Background: an optimization exercise with open tools, aiming at small area, a short achievable clock period and few clock cycles per item. Do not read the settings as production practice. Function was checked by simulation only, so behaviour that the tests miss may differ from the original. Power and IR drop assume default switching activity.

--- design/flow/design.v ---
module CNC(
    clk,
    rst_n,
    IN_VALID,
    MODE,
    IN,
    OUT_VALID,
    OUT
    );
input           clk, rst_n, IN_VALID;
input   [ 1:0]  MODE;
input   [ 7:0]  IN;
output          OUT_VALID;
output  [16:0]  OUT;
reg        OUT_VALID;
reg [16:0] OUT;
reg p1, p2, p3, p4, p5;
reg mul, sub;
reg [4:0]  BO, BT, BN;  
reg [8:0]  X;      
reg [8:0]  S;      
reg [15:0] P;      
wire busy = p1 | p2 | p3;
wire [8:0] V = p4 ? S : {IN[7], IN};
wire [10:0] Vx = {V[8], V, 1'b0};
wire [4:0] vo, vt, vn;
genvar k;
generate for (k = 0; k < 5; k = k + 1) begin : enc
    assign vo[k] = Vx[2*k+1] ^ Vx[2*k];
    assign vt[k] = (Vx[2*k+2] & ~Vx[2*k+1] & ~Vx[2*k]) | (~Vx[2*k+2] & Vx[2*k+1] & Vx[2*k]);
    assign vn[k] = Vx[2*k+2] & ~(Vx[2*k+1] & Vx[2*k]);
end endgenerate
reg         g;                                   
reg         a1en;                                
wire [16:0] A1 = a1en ? OUT : 17'd0;
    wire pp0_0 = ((BO[0] & X[0])) ^ BN[0];
    wire pp0_1 = ((BO[0] & X[1]) | (BT[0] & X[0])) ^ BN[0];
    wire pp0_2 = ((BO[0] & X[2]) | (BT[0] & X[1])) ^ BN[0];
    wire pp0_3 = ((BO[0] & X[3]) | (BT[0] & X[2])) ^ BN[0];
    wire pp0_4 = ((BO[0] & X[4]) | (BT[0] & X[3])) ^ BN[0];
    wire pp0_5 = ((BO[0] & X[5]) | (BT[0] & X[4])) ^ BN[0];
    wire pp0_6 = ((BO[0] & X[6]) | (BT[0] & X[5])) ^ BN[0];
    wire pp0_7 = ((BO[0] & X[7]) | (BT[0] & X[6])) ^ BN[0];
    wire pp0_8 = ((BO[0] & X[8]) | (BT[0] & X[7])) ^ BN[0];
    wire pp0_9 = ~(((BO[0] & X[8]) | (BT[0] & X[8])) ^ BN[0]);
    wire pp1_0 = ((BO[1] & X[0])) ^ BN[1];
    wire pp1_1 = ((BO[1] & X[1]) | (BT[1] & X[0])) ^ BN[1];
    wire pp1_2 = ((BO[1] & X[2]) | (BT[1] & X[1])) ^ BN[1];
    wire pp1_3 = ((BO[1] & X[3]) | (BT[1] & X[2])) ^ BN[1];
    wire pp1_4 = ((BO[1] & X[4]) | (BT[1] & X[3])) ^ BN[1];
    wire pp1_5 = ((BO[1] & X[5]) | (BT[1] & X[4])) ^ BN[1];
    wire pp1_6 = ((BO[1] & X[6]) | (BT[1] & X[5])) ^ BN[1];
    wire pp1_7 = ((BO[1] & X[7]) | (BT[1] & X[6])) ^ BN[1];
    wire pp1_8 = ((BO[1] & X[8]) | (BT[1] & X[7])) ^ BN[1];
    wire pp1_9 = ~(((BO[1] & X[8]) | (BT[1] & X[8])) ^ BN[1]);
    wire pp2_0 = ((BO[2] & X[0])) ^ BN[2];
    wire pp2_1 = ((BO[2] & X[1]) | (BT[2] & X[0])) ^ BN[2];
    wire pp2_2 = ((BO[2] & X[2]) | (BT[2] & X[1])) ^ BN[2];
    wire pp2_3 = ((BO[2] & X[3]) | (BT[2] & X[2])) ^ BN[2];
    wire pp2_4 = ((BO[2] & X[4]) | (BT[2] & X[3])) ^ BN[2];
    wire pp2_5 = ((BO[2] & X[5]) | (BT[2] & X[4])) ^ BN[2];
    wire pp2_6 = ((BO[2] & X[6]) | (BT[2] & X[5])) ^ BN[2];
    wire pp2_7 = ((BO[2] & X[7]) | (BT[2] & X[6])) ^ BN[2];
    wire pp2_8 = ((BO[2] & X[8]) | (BT[2] & X[7])) ^ BN[2];
    wire pp2_9 = ~(((BO[2] & X[8]) | (BT[2] & X[8])) ^ BN[2]);
    wire pp3_0 = ((BO[3] & X[0])) ^ BN[3];
    wire pp3_1 = ((BO[3] & X[1]) | (BT[3] & X[0])) ^ BN[3];
    wire pp3_2 = ((BO[3] & X[2]) | (BT[3] & X[1])) ^ BN[3];
    wire pp3_3 = ((BO[3] & X[3]) | (BT[3] & X[2])) ^ BN[3];
    wire pp3_4 = ((BO[3] & X[4]) | (BT[3] & X[3])) ^ BN[3];
    wire pp3_5 = ((BO[3] & X[5]) | (BT[3] & X[4])) ^ BN[3];
    wire pp3_6 = ((BO[3] & X[6]) | (BT[3] & X[5])) ^ BN[3];
    wire pp3_7 = ((BO[3] & X[7]) | (BT[3] & X[6])) ^ BN[3];
    wire pp3_8 = ((BO[3] & X[8]) | (BT[3] & X[7])) ^ BN[3];
    wire pp3_9 = ~(((BO[3] & X[8]) | (BT[3] & X[8])) ^ BN[3]);
    wire pp4_0 = ((BO[4] & X[0])) ^ BN[4];
    wire pp4_1 = ((BO[4] & X[1]) | (BT[4] & X[0])) ^ BN[4];
    wire pp4_2 = ((BO[4] & X[2]) | (BT[4] & X[1])) ^ BN[4];
    wire pp4_3 = ((BO[4] & X[3]) | (BT[4] & X[2])) ^ BN[4];
    wire pp4_4 = ((BO[4] & X[4]) | (BT[4] & X[3])) ^ BN[4];
    wire pp4_5 = ((BO[4] & X[5]) | (BT[4] & X[4])) ^ BN[4];
    wire pp4_6 = ((BO[4] & X[6]) | (BT[4] & X[5])) ^ BN[4];
    wire pp4_7 = ((BO[4] & X[7]) | (BT[4] & X[6])) ^ BN[4];
    wire pp4_8 = ((BO[4] & X[8]) | (BT[4] & X[7])) ^ BN[4];
    wire a2_1 = g & ~P[0];
    wire a2_2 = g & ~P[1];
    wire a2_3 = g & ~P[2];
    wire a2_4 = g & ~P[3];
    wire a2_5 = g & ~P[4];
    wire a2_6 = g & ~P[5];
    wire a2_7 = g & ~P[6];
    wire a2_8 = g & ~P[7];
    wire a2_9 = g & ~P[8];
    wire a2_10 = g & ~P[9];
    wire a2_11 = g & ~P[10];
    wire a2_12 = g & ~P[11];
    wire a2_13 = g & ~P[12];
    wire a2_14 = g & ~P[13];
    wire a2_15 = g & ~P[14];
    wire a2_16 = g & ~P[15];
    wire ts0, tc0;
    CNC_ha uts0 (.a(pp0_6), .b(pp1_4), .s(ts0), .co(tc0));
    wire ts1, tc1;
    CNC_ha uts1 (.a(pp0_7), .b(pp1_5), .s(ts1), .co(tc1));
    wire ts2, tc2;
    CNC_fa uts2 (.a(pp0_8), .b(pp1_6), .c(pp2_4), .s(ts2), .co(tc2));
    wire ts3, tc3;
    CNC_ha uts3 (.a(pp3_2), .b(pp4_0), .s(ts3), .co(tc3));
    wire ts4 = ~(pp0_9 ^ pp1_7);
    wire tc4 = pp0_9 | pp1_7;
    wire ts5, tc5;
    CNC_fa uts5 (.a(pp2_5), .b(pp3_3), .c(pp4_1), .s(ts5), .co(tc5));
    wire ts6 = ~(pp1_8 ^ pp2_6);
    wire tc6 = pp1_8 | pp2_6;
    wire ts7, tc7;
    CNC_ha uts7 (.a(pp3_4), .b(pp4_2), .s(ts7), .co(tc7));
    wire ts8, tc8;
    CNC_fa uts8 (.a(pp1_9), .b(pp2_7), .c(pp3_5), .s(ts8), .co(tc8));
    wire ts9 = ~pp2_8;
    wire tc9 = pp2_8;
    wire ts10, tc10;
    CNC_ha uts10 (.a(pp0_2), .b(pp1_0), .s(ts10), .co(tc10));
    wire ts11, tc11;
    CNC_ha uts11 (.a(pp0_3), .b(pp1_1), .s(ts11), .co(tc11));
    wire ts12, tc12;
    CNC_fa uts12 (.a(pp0_4), .b(pp1_2), .c(pp2_0), .s(ts12), .co(tc12));
    wire ts13, tc13;
    CNC_ha uts13 (.a(BN[2]), .b(A1[4]), .s(ts13), .co(tc13));
    wire ts14, tc14;
    CNC_fa uts14 (.a(pp0_5), .b(pp1_3), .c(pp2_1), .s(ts14), .co(tc14));
    wire ts15, tc15;
    CNC_ha uts15 (.a(A1[5]), .b(a2_5), .s(ts15), .co(tc15));
    wire ts16, tc16;
    CNC_fa uts16 (.a(pp2_2), .b(pp3_0), .c(BN[3]), .s(ts16), .co(tc16));
    wire ts17, tc17;
    CNC_fa uts17 (.a(A1[6]), .b(a2_6), .c(ts0), .s(ts17), .co(tc17));
    wire ts18, tc18;
    CNC_fa uts18 (.a(pp2_3), .b(pp3_1), .c(A1[7]), .s(ts18), .co(tc18));
    wire ts19, tc19;
    CNC_fa uts19 (.a(a2_7), .b(tc0), .c(ts1), .s(ts19), .co(tc19));
    wire ts20, tc20;
    CNC_fa uts20 (.a(BN[4]), .b(A1[8]), .c(a2_8), .s(ts20), .co(tc20));
    wire ts21, tc21;
    CNC_fa uts21 (.a(tc1), .b(ts3), .c(ts2), .s(ts21), .co(tc21));
    wire ts22, tc22;
    CNC_fa uts22 (.a(A1[9]), .b(a2_9), .c(tc3), .s(ts22), .co(tc22));
    wire ts23, tc23;
    CNC_fa uts23 (.a(tc2), .b(ts4), .c(ts5), .s(ts23), .co(tc23));
    wire ts24, tc24;
    CNC_fa uts24 (.a(A1[10]), .b(a2_10), .c(ts7), .s(ts24), .co(tc24));
    wire ts25, tc25;
    CNC_fa uts25 (.a(tc4), .b(tc5), .c(ts6), .s(ts25), .co(tc25));
    wire ts26, tc26;
    CNC_fa uts26 (.a(pp4_3), .b(A1[11]), .c(a2_11), .s(ts26), .co(tc26));
    wire ts27, tc27;
    CNC_fa uts27 (.a(tc7), .b(tc6), .c(ts8), .s(ts27), .co(tc27));
    wire ts28, tc28;
    CNC_fa uts28 (.a(pp3_6), .b(pp4_4), .c(A1[12]), .s(ts28), .co(tc28));
    wire ts29, tc29;
    CNC_fa uts29 (.a(a2_12), .b(ts9), .c(tc8), .s(ts29), .co(tc29));
    wire ts30, tc30;
    CNC_fa uts30 (.a(pp2_9), .b(pp3_7), .c(pp4_5), .s(ts30), .co(tc30));
    wire ts31, tc31;
    CNC_fa uts31 (.a(A1[13]), .b(a2_13), .c(tc9), .s(ts31), .co(tc31));
    wire ts32 = ~(pp3_8 ^ pp4_6);
    wire tc32 = pp3_8 | pp4_6;
    wire ts33, tc33;
    CNC_ha uts33 (.a(A1[14]), .b(a2_14), .s(ts33), .co(tc33));
    wire ts34, tc34;
    CNC_fa uts34 (.a(pp3_9), .b(pp4_7), .c(A1[15]), .s(ts34), .co(tc34));
    wire ts35 = ~pp4_8;
    wire tc35 = pp4_8;
    wire ts36, tc36;
    CNC_ha uts36 (.a(pp0_1), .b(A1[1]), .s(ts36), .co(tc36));
    wire ts37, tc37;
    CNC_fa uts37 (.a(BN[1]), .b(A1[2]), .c(a2_2), .s(ts37), .co(tc37));
    wire ts38, tc38;
    CNC_fa uts38 (.a(A1[3]), .b(a2_3), .c(tc10), .s(ts38), .co(tc38));
    wire ts39, tc39;
    CNC_fa uts39 (.a(a2_4), .b(tc11), .c(ts13), .s(ts39), .co(tc39));
    wire ts40, tc40;
    CNC_fa uts40 (.a(tc13), .b(ts15), .c(tc12), .s(ts40), .co(tc40));
    wire ts41, tc41;
    CNC_fa uts41 (.a(tc15), .b(tc14), .c(ts16), .s(ts41), .co(tc41));
    wire ts42, tc42;
    CNC_fa uts42 (.a(tc16), .b(ts18), .c(tc17), .s(ts42), .co(tc42));
    wire ts43, tc43;
    CNC_fa uts43 (.a(tc18), .b(ts20), .c(tc19), .s(ts43), .co(tc43));
    wire ts44, tc44;
    CNC_fa uts44 (.a(tc20), .b(ts22), .c(tc21), .s(ts44), .co(tc44));
    wire ts45, tc45;
    CNC_fa uts45 (.a(tc22), .b(ts24), .c(tc23), .s(ts45), .co(tc45));
    wire ts46, tc46;
    CNC_fa uts46 (.a(ts26), .b(tc24), .c(tc25), .s(ts46), .co(tc46));
    wire ts47, tc47;
    CNC_fa uts47 (.a(tc26), .b(ts28), .c(ts29), .s(ts47), .co(tc47));
    wire ts48, tc48;
    CNC_fa uts48 (.a(tc28), .b(ts30), .c(ts31), .s(ts48), .co(tc48));
    wire ts49, tc49;
    CNC_fa uts49 (.a(ts33), .b(tc30), .c(ts32), .s(ts49), .co(tc49));
    wire ts50, tc50;
    CNC_fa uts50 (.a(a2_15), .b(tc33), .c(tc32), .s(ts50), .co(tc50));
    wire ts51, tc51;
    CNC_fa uts51 (.a(A1[16]), .b(a2_16), .c(ts35), .s(ts51), .co(tc51));
    wire ts52, tc52;
    CNC_ha uts52 (.a(pp0_0), .b(BN[0]), .s(ts52), .co(tc52));
    wire ts53, tc53;
    CNC_fa uts53 (.a(a2_1), .b(g), .c(ts36), .s(ts53), .co(tc53));
    wire ts54, tc54;
    CNC_fa uts54 (.a(tc36), .b(ts10), .c(ts37), .s(ts54), .co(tc54));
    wire ts55, tc55;
    CNC_fa uts55 (.a(ts11), .b(tc37), .c(ts38), .s(ts55), .co(tc55));
    wire ts56, tc56;
    CNC_fa uts56 (.a(ts12), .b(tc38), .c(ts39), .s(ts56), .co(tc56));
    wire ts57, tc57;
    CNC_fa uts57 (.a(ts14), .b(tc39), .c(ts40), .s(ts57), .co(tc57));
    wire ts58, tc58;
    CNC_fa uts58 (.a(ts17), .b(tc40), .c(ts41), .s(ts58), .co(tc58));
    wire ts59, tc59;
    CNC_fa uts59 (.a(ts19), .b(tc41), .c(ts42), .s(ts59), .co(tc59));
    wire ts60, tc60;
    CNC_fa uts60 (.a(ts21), .b(tc42), .c(ts43), .s(ts60), .co(tc60));
    wire ts61, tc61;
    CNC_fa uts61 (.a(ts23), .b(tc43), .c(ts44), .s(ts61), .co(tc61));
    wire ts62, tc62;
    CNC_fa uts62 (.a(ts25), .b(tc44), .c(ts45), .s(ts62), .co(tc62));
    wire ts63, tc63;
    CNC_fa uts63 (.a(ts27), .b(tc45), .c(ts46), .s(ts63), .co(tc63));
    wire ts64, tc64;
    CNC_fa uts64 (.a(tc27), .b(tc46), .c(ts47), .s(ts64), .co(tc64));
    wire ts65, tc65;
    CNC_fa uts65 (.a(tc29), .b(ts48), .c(tc47), .s(ts65), .co(tc65));
    wire ts66, tc66;
    CNC_fa uts66 (.a(tc31), .b(ts49), .c(tc48), .s(ts66), .co(tc66));
    wire ts67, tc67;
    CNC_fa uts67 (.a(ts34), .b(ts50), .c(tc49), .s(ts67), .co(tc67));
    wire ts68, tc68;
    CNC_fa uts68 (.a(tc34), .b(ts51), .c(tc50), .s(ts68), .co(tc68));
    wire [16:0] R0 = {ts68, ts67, ts66, tc64, tc63, tc62, tc61, tc60, tc59, tc58, tc57, tc56, tc55, tc54, tc53, tc52, A1[0]};
    wire [16:0] R1 = {tc67, tc66, tc65, ts65, ts64, ts63, ts62, ts61, ts60, ts59, ts58, ts57, ts56, ts55, ts54, ts53, ts52};
    wire [16:0] M = R0 + R1;
always @(posedge clk) begin
    OUT <= M;
    g    <= p4 & mul;
    a1en <= p3 | (p4 & mul) | ((p1 | p2) & !mul);
    P[15:9] <= OUT[15:9];
    P[8:0]  <= p3 ? X + OUT[8:0] : OUT[8:0];
    BO  <= vo;
    BT  <= vt;
    BN  <= vn;
    if (p3)              S <= sub ? S - {IN[7], IN} : S + {IN[7], IN};
    else if (p2 & !mul)  S <= S;
    else                 S <= {IN[7], IN};
    if (!rst_n)          X <= 9'h001;
    else if (p1)         X <= mul ? 9'h001 : 9'h000;
    else if (p2)         X <= mul ? OUT[8:0] : (sub ? 9'h1ff : 9'h001);
    else if (p3)         X <= mul ? -OUT[8:0] : 9'h000;
    else if (p4)         X <= mul ? P[8:0] : 9'h001;
    else                 X <= 9'h001;
end
always @(posedge clk) begin
    if (!(busy | p4 | p5)) begin
        mul <= MODE[1];
        sub <= MODE[0];
    end
end
always @(posedge clk) begin
    if (!rst_n) begin
        p1 <= 1'b0; p2 <= 1'b0; p3 <= 1'b0; p4 <= 1'b0; p5 <= 1'b0;
        OUT_VALID <= 1'b0;
    end else begin
        p1 <= IN_VALID & !busy;
        p2 <= p1;
        p3 <= p2;
        p4 <= p3;
        p5 <= p4;
        OUT_VALID <= p4 | p5;
    end
end
endmodule
module CNC_fa(a, b, c, s, co);
input a, b, c;
output s, co;
assign s = a ^ b ^ c;
assign co = (a & b) | (a & c) | (b & c);
endmodule
module CNC_ha(a, b, s, co);
input a, b;
output s, co;
assign s = a ^ b;
assign co = a & b;
endmodule
--- design/flow/flow/run.sh ---
#!/bin/bash
set -euo pipefail
export BUFFER_PORTS_ARGS="-buffer_cell sky130_fd_sc_hd__buf_2"
bash standard.sh > flow_make.log 2>&1
--- design/flow/standard.sh ---
#!/bin/bash
# synth_recipe.tcl (not shown) runs the flow's synth.tcl, then flattens the netlist and writes it again
# the make line also repeats each setting of config.mk as NAME=value (left out here)
make -C /OpenROAD-flow-scripts/flow DESIGN_CONFIG=/design/flow/config.mk WORK_HOME=/design/flow/orfs CLKGATE_MAP_FILE= SYNTH_SCRIPT=/design/flow/synth_recipe.tcl "${@:-finish}"
--- design/flow/config.mk ---
export PLATFORM = sky130hd
export DESIGN_NAME = CNC
export DESIGN_NICKNAME = CNC
export VERILOG_FILES = /design/flow/design.v
export SDC_FILE = /design/flow/constraint.sdc
export NUM_CORES = 4
export LEC_CHECK = 0
export CAP_MARGIN = 20
export CORE_MARGIN = 2
export CORE_UTILIZATION = 65
export SETUP_SLACK_MARGIN = 3.5
export SLEW_MARGIN = 20
export SYNTH_HIERARCHICAL = 1
export SYNTH_MINIMUM_KEEP_SIZE = 0
--- design/flow/constraint.sdc ---
create_clock -name core_clock -period 7.5 [get_ports {clk}]
set_input_delay 1.5000 -clock core_clock [delete_from_list [all_inputs] [get_ports {clk}]]
set_output_delay 1.5000 -clock core_clock [all_outputs]
set_load 0.01 [all_outputs]
==> metrics.md <==
| Metric | Value |
|---|---|
| Status | finished clean |
| Adder-cell share of the synthesized area | 26.64% |
| Simple-Gate Fraction of Synth Area | 13.75% |
| Final number of setup-violating endpoints | 0 |
| Top cells by count, synth | 64 x dfxtp_1, 62 x xnor2_1, 56 x fa_1, 52 x ha_1, 41 x nand2_1 |
| Final hold slack | 0.3817 ns |
| Grt total ovfl | 0 |
| Comb pwr share | 66.1% |
| Mapped Avg Cell Area | 9.475 um2 |
| Ys flop type | dfxtp_1 |
| Max cap viols | 0 |
| Vias per inst | 6.089 |
| Final #Nets | 825 |
| Clock root buffer | clkbuf_8 |
| Final Max Tran Viols | 0 |
| Final Cycle Share | 51.78% |
| Worst-skew pair later-pin latency | 0.39 ns |
| Initial drt markers | 257 |
| Sequential Power Share | 23.6% |
| Row cnt | 36 |
| PwrDens | 427.3 nW/um2 |
| Mapped Area | 6651 um2 |
| Mux share of post-synthesis cell area | 2.351% |
| Sw Share | 47.64% |
| CP Max Fanout | 12 |
| Clk sinks | 75 |
| TritonCTS clock tree | done |
| RSZ-0062 raised after global routing | false |
| Global-route wire length before repair | 24,920 um |
| Starting Density | 67.43% |
| Fmax | 257.5 MHz |
| Clock slew at reported path FFs | 0.09 ns |
| Port-buffer cells | 30 |
| DRC errors left | 0 |
| Largest area contributor in the netlist | dfxtp_1 |
| Most common cell in the netlist | dfxtp_1 |
| Worst Hold Class | reg2reg |
| Post-synth net total | 823 |
| Element type at the critical path end | flop |
| Startpoint Class | flop |
| Gr usage total | 28.81% |
| Yosys warns | 7 |
| Internal power | 1591 uW |
| Fraction of layout cells with a size suffix above 1 | 13.96% |
| GPL Wtd Cong | 0.8954 |
| EDFF count, synth | 11 |
| Area Overhead vs Synth | 6.922% |
| Top area cells in the synthesized netlist | dfxtp_1 19%, fa_1 17%, ha_1 9.8% |
| Distinct cells, synth | 68 |
| Yosys reg bits | 75 |
| Crit path DAT | 4.17 ns |
| Tmin final | 3.883 ns |
| Maximum vdd drop | 378.5 uV |
| WL per Instance | 18.37 um |
| Initial antenna violation count | 0 |
| Critical Path RT | 7.79 ns |
| Crit Path Class | reg2reg |
| Lkg Pwr | 0.002856 uW |
| DR vias | 5,127 |
| Combinational family with the most area after synthesis | adder cells |
| Die ar. | 11,060 um2 |
| Clk buf depth | 2 |
| R2R cell count | 11 |
| Slew HR | 46.35% |
| Worst slew pin tran | 0.8037 ns |
| Skew final | 0.01002 ns |
| Sw Pwr | 1448 uW |
| Vias in the first global route | 5,004 |
| Detail Route Antenna Nets | 0 |
| Cell count after synthesis | 702 |
| Total clock buffers created by CTS | 9 |
| Top-area cell type share of the netlist area | 19.26% |
| Die Y-Extent | 105.2 um |
| Xor/xnor share of the synthesized area | 10.40% |
| Pre-antenna DRT Iters | 5 |
| HPWL Detailed | 11,730 um |
| Seq/Total Area, Yosys | 24.23% |
| Final Hold Viols | 0 |
| Ys async rst share | 0% |
| Pin count of the biggest net entering global routing | 37 |
| Setup TNS | 0 ns |
| Post-synthesis compound-gate area fraction | 17.64% |
| CTS H-tree lvls | 3 |
| Die Wd | 105.2 um |
| Clk pwr share | 10.3% |
| Post-Route WL | 15,470 um |
| Io pins | 31 |
| Number of diodes | 0 |
| Core area | 9864 um2 |
| Min-Delay Path Depth | 0 |
-- through the flow --
stage                     power (uW)  cell area, um2  worst slack, ns  utilization, %  instances
after CTS                       2879            7007            3.485           71.03        839
final                           3039            7112            3.617           72.10        842
after global placement          2454            6787            3.372           68.80        823
after floorplan                 2112            6656            3.506               -        702
after global routing            3290            7112            3.522           72.10        842
after detailed placement        2530            6787            3.221           68.80        823
-- path summary, 6_finish.rpt --
| path | from | endpoint | slack, ns |
|---|---|---|---|
| worst max-delay path | X[3]$_SDFF_PP0_ | OUT[9]$_DFF_P_ | 3.62 |
| worst min-delay path | OUT[10]$_DFF_P_ | P[10]$_DFF_P_ | 0.38 |
| worst max register to register | X[3]$_SDFF_PP0_ | OUT[9]$_DFF_P_ | 3.62 |
| worst min register to register | OUT[10]$_DFF_P_ | P[10]$_DFF_P_ | 0.38 |
-- logic make-up after synthesis --
family	after synthesis
and+or+nand+nor	172
DFF	75
muxes	15
xor gates and xnor gates	79
adders and majority gates	108
AOI/OAI and AO/OA	172
buffers and inverters	81
-- worst max-delay path, cell delays in order (launching register included) --
cell	delay, ns
dfxtp_2	0.39
a22oi_1	0.25
xnor2_1	0.17
fa_1	0.46
fa_1	0.40
fa_1	0.51
fa_1	0.45
ha_4	0.36
nand3b_1	0.11
o21ai_0	0.10
a311o_1	0.27
a311o_1	0.31
-- layout by cell type (no fill, tap or decap), drive strengths merged, types with 5 or more instances in the layout --
master	count
edfxtp	11
mux2i	10
ha	52
inv	41
nand3	6
o211ai	14
nor2b	24
nor3b	5
o21a	8
and3	5
a22oi	33
dfxtp	64
buf	34
xor2	17
mux2	5
o21ai	36
clkbuf	9
xnor2	62
a21o	9
nand2b	5
nor2	28
nand3b	5
nand2	41
and2	23
nor3	13
fa	56
a21oi	37
-- modules after synthesis, one instance, submodules excluded --
| module | cells | flip-flops and latches | times used | area (um2) |
|---|---|---|---|---|
| CNC | 638 | 75 | 1 | 5453 |
| CNC_fa | 1 | 0 | 53 | 20.02 |
| CNC_ha | 1 | 0 | 11 | 12.51 |
-- final cells by class --
class                   count  area, um2
clock inverters             7      61.31
fillers                   740       2753
inverters                  38      142.6
repair buffers             34      180.2
well taps                 133      166.4
clock buffers               9      123.9
flip-flops and latches     75       1659
multi-input cells         546       4778
-- sequential cells by signal, indices dropped and copies added, names as in the netlist --
| register | cells |
|---|---|
| BN | 5 |
| BO | 5 |
| BT | 4 |
| OUT | 17 |
| OUT_VALID | 1 |
| P | 16 |
| S | 9 |
| X | 9 |
| a1en | 1 |
| g | 1 |
| mul | 1 |
| p1 | 1 |
| p2 | 1 |
| p3 | 1 |
| p4 | 1 |
| p5 | 1 |
| sub | 1 |
-- power by group through the flow --
stage	Clock (uW)	Combinational (uW)	Sequential, uW
2_1_floorplan	0	1470	641
3_3_place_gp	0	1740	714
3_5_place_dp	0	1810	716
4_1_cts	320	1850	710
5_1_grt	334	2230	729
6_report	314	2010	717
-- repair_timing --
item                                    4_1_cts  5_1_grt
buffers inserted                              0        3
gates cloned                                  0        0
gates resized for setup                      23       23
pin swaps                                     0        1
hold buffers                                  0        0
endpoints found under the setup margin        7        7
-- metal layers --
| metal | up-vias | track usage, % | share of wire, % |
|---|---|---|---|
| met5 | - | 0 | 0 |
| met4 | 0 | 6.857 | 1.6 |
| met3 | 22 | 7.112 | 6.6 |
| met2 | 190 | 46.71 | 47 |
| met1 | 2462 | 38.96 | 45 |
| li1 | 2453 | - | - |
Testbench counts, summed over its fixed seeds: cycles 7,208, items 1,200.

-- afterwards: timing with drivers on the ports --
The flow's constraints put no driver on any port. The routed layout listed below was extracted and timed again, unchanged, in two steps. Step 1 sets driving cells, clkbuf_16 on the clock port and buf_2 on the other inputs (assumed; they add their load-dependent delay and slew). Step 2 moves the port delays by t, midway between the first and last clock arrival at a register: inputs arrive t later, outputs are due t later. That takes back most of the time a late clock gives input paths. Three values: ideal ports, drivers, drivers and shift; two values: the first two.
t (ns): 0.417
setup slack, ns: 3.617 / 3.617 / 3.560
hold slack, ns: 0.382 / 0.382 / 0.382
clock arrival spread, ns: 0.011 / 0.011
pins driven straight from the clock port: 1
After both steps setup and hold are still met in this run. For this run, drivers alone change the setup slack by 0.000 ns; drivers and shift together by -0.057 ns.
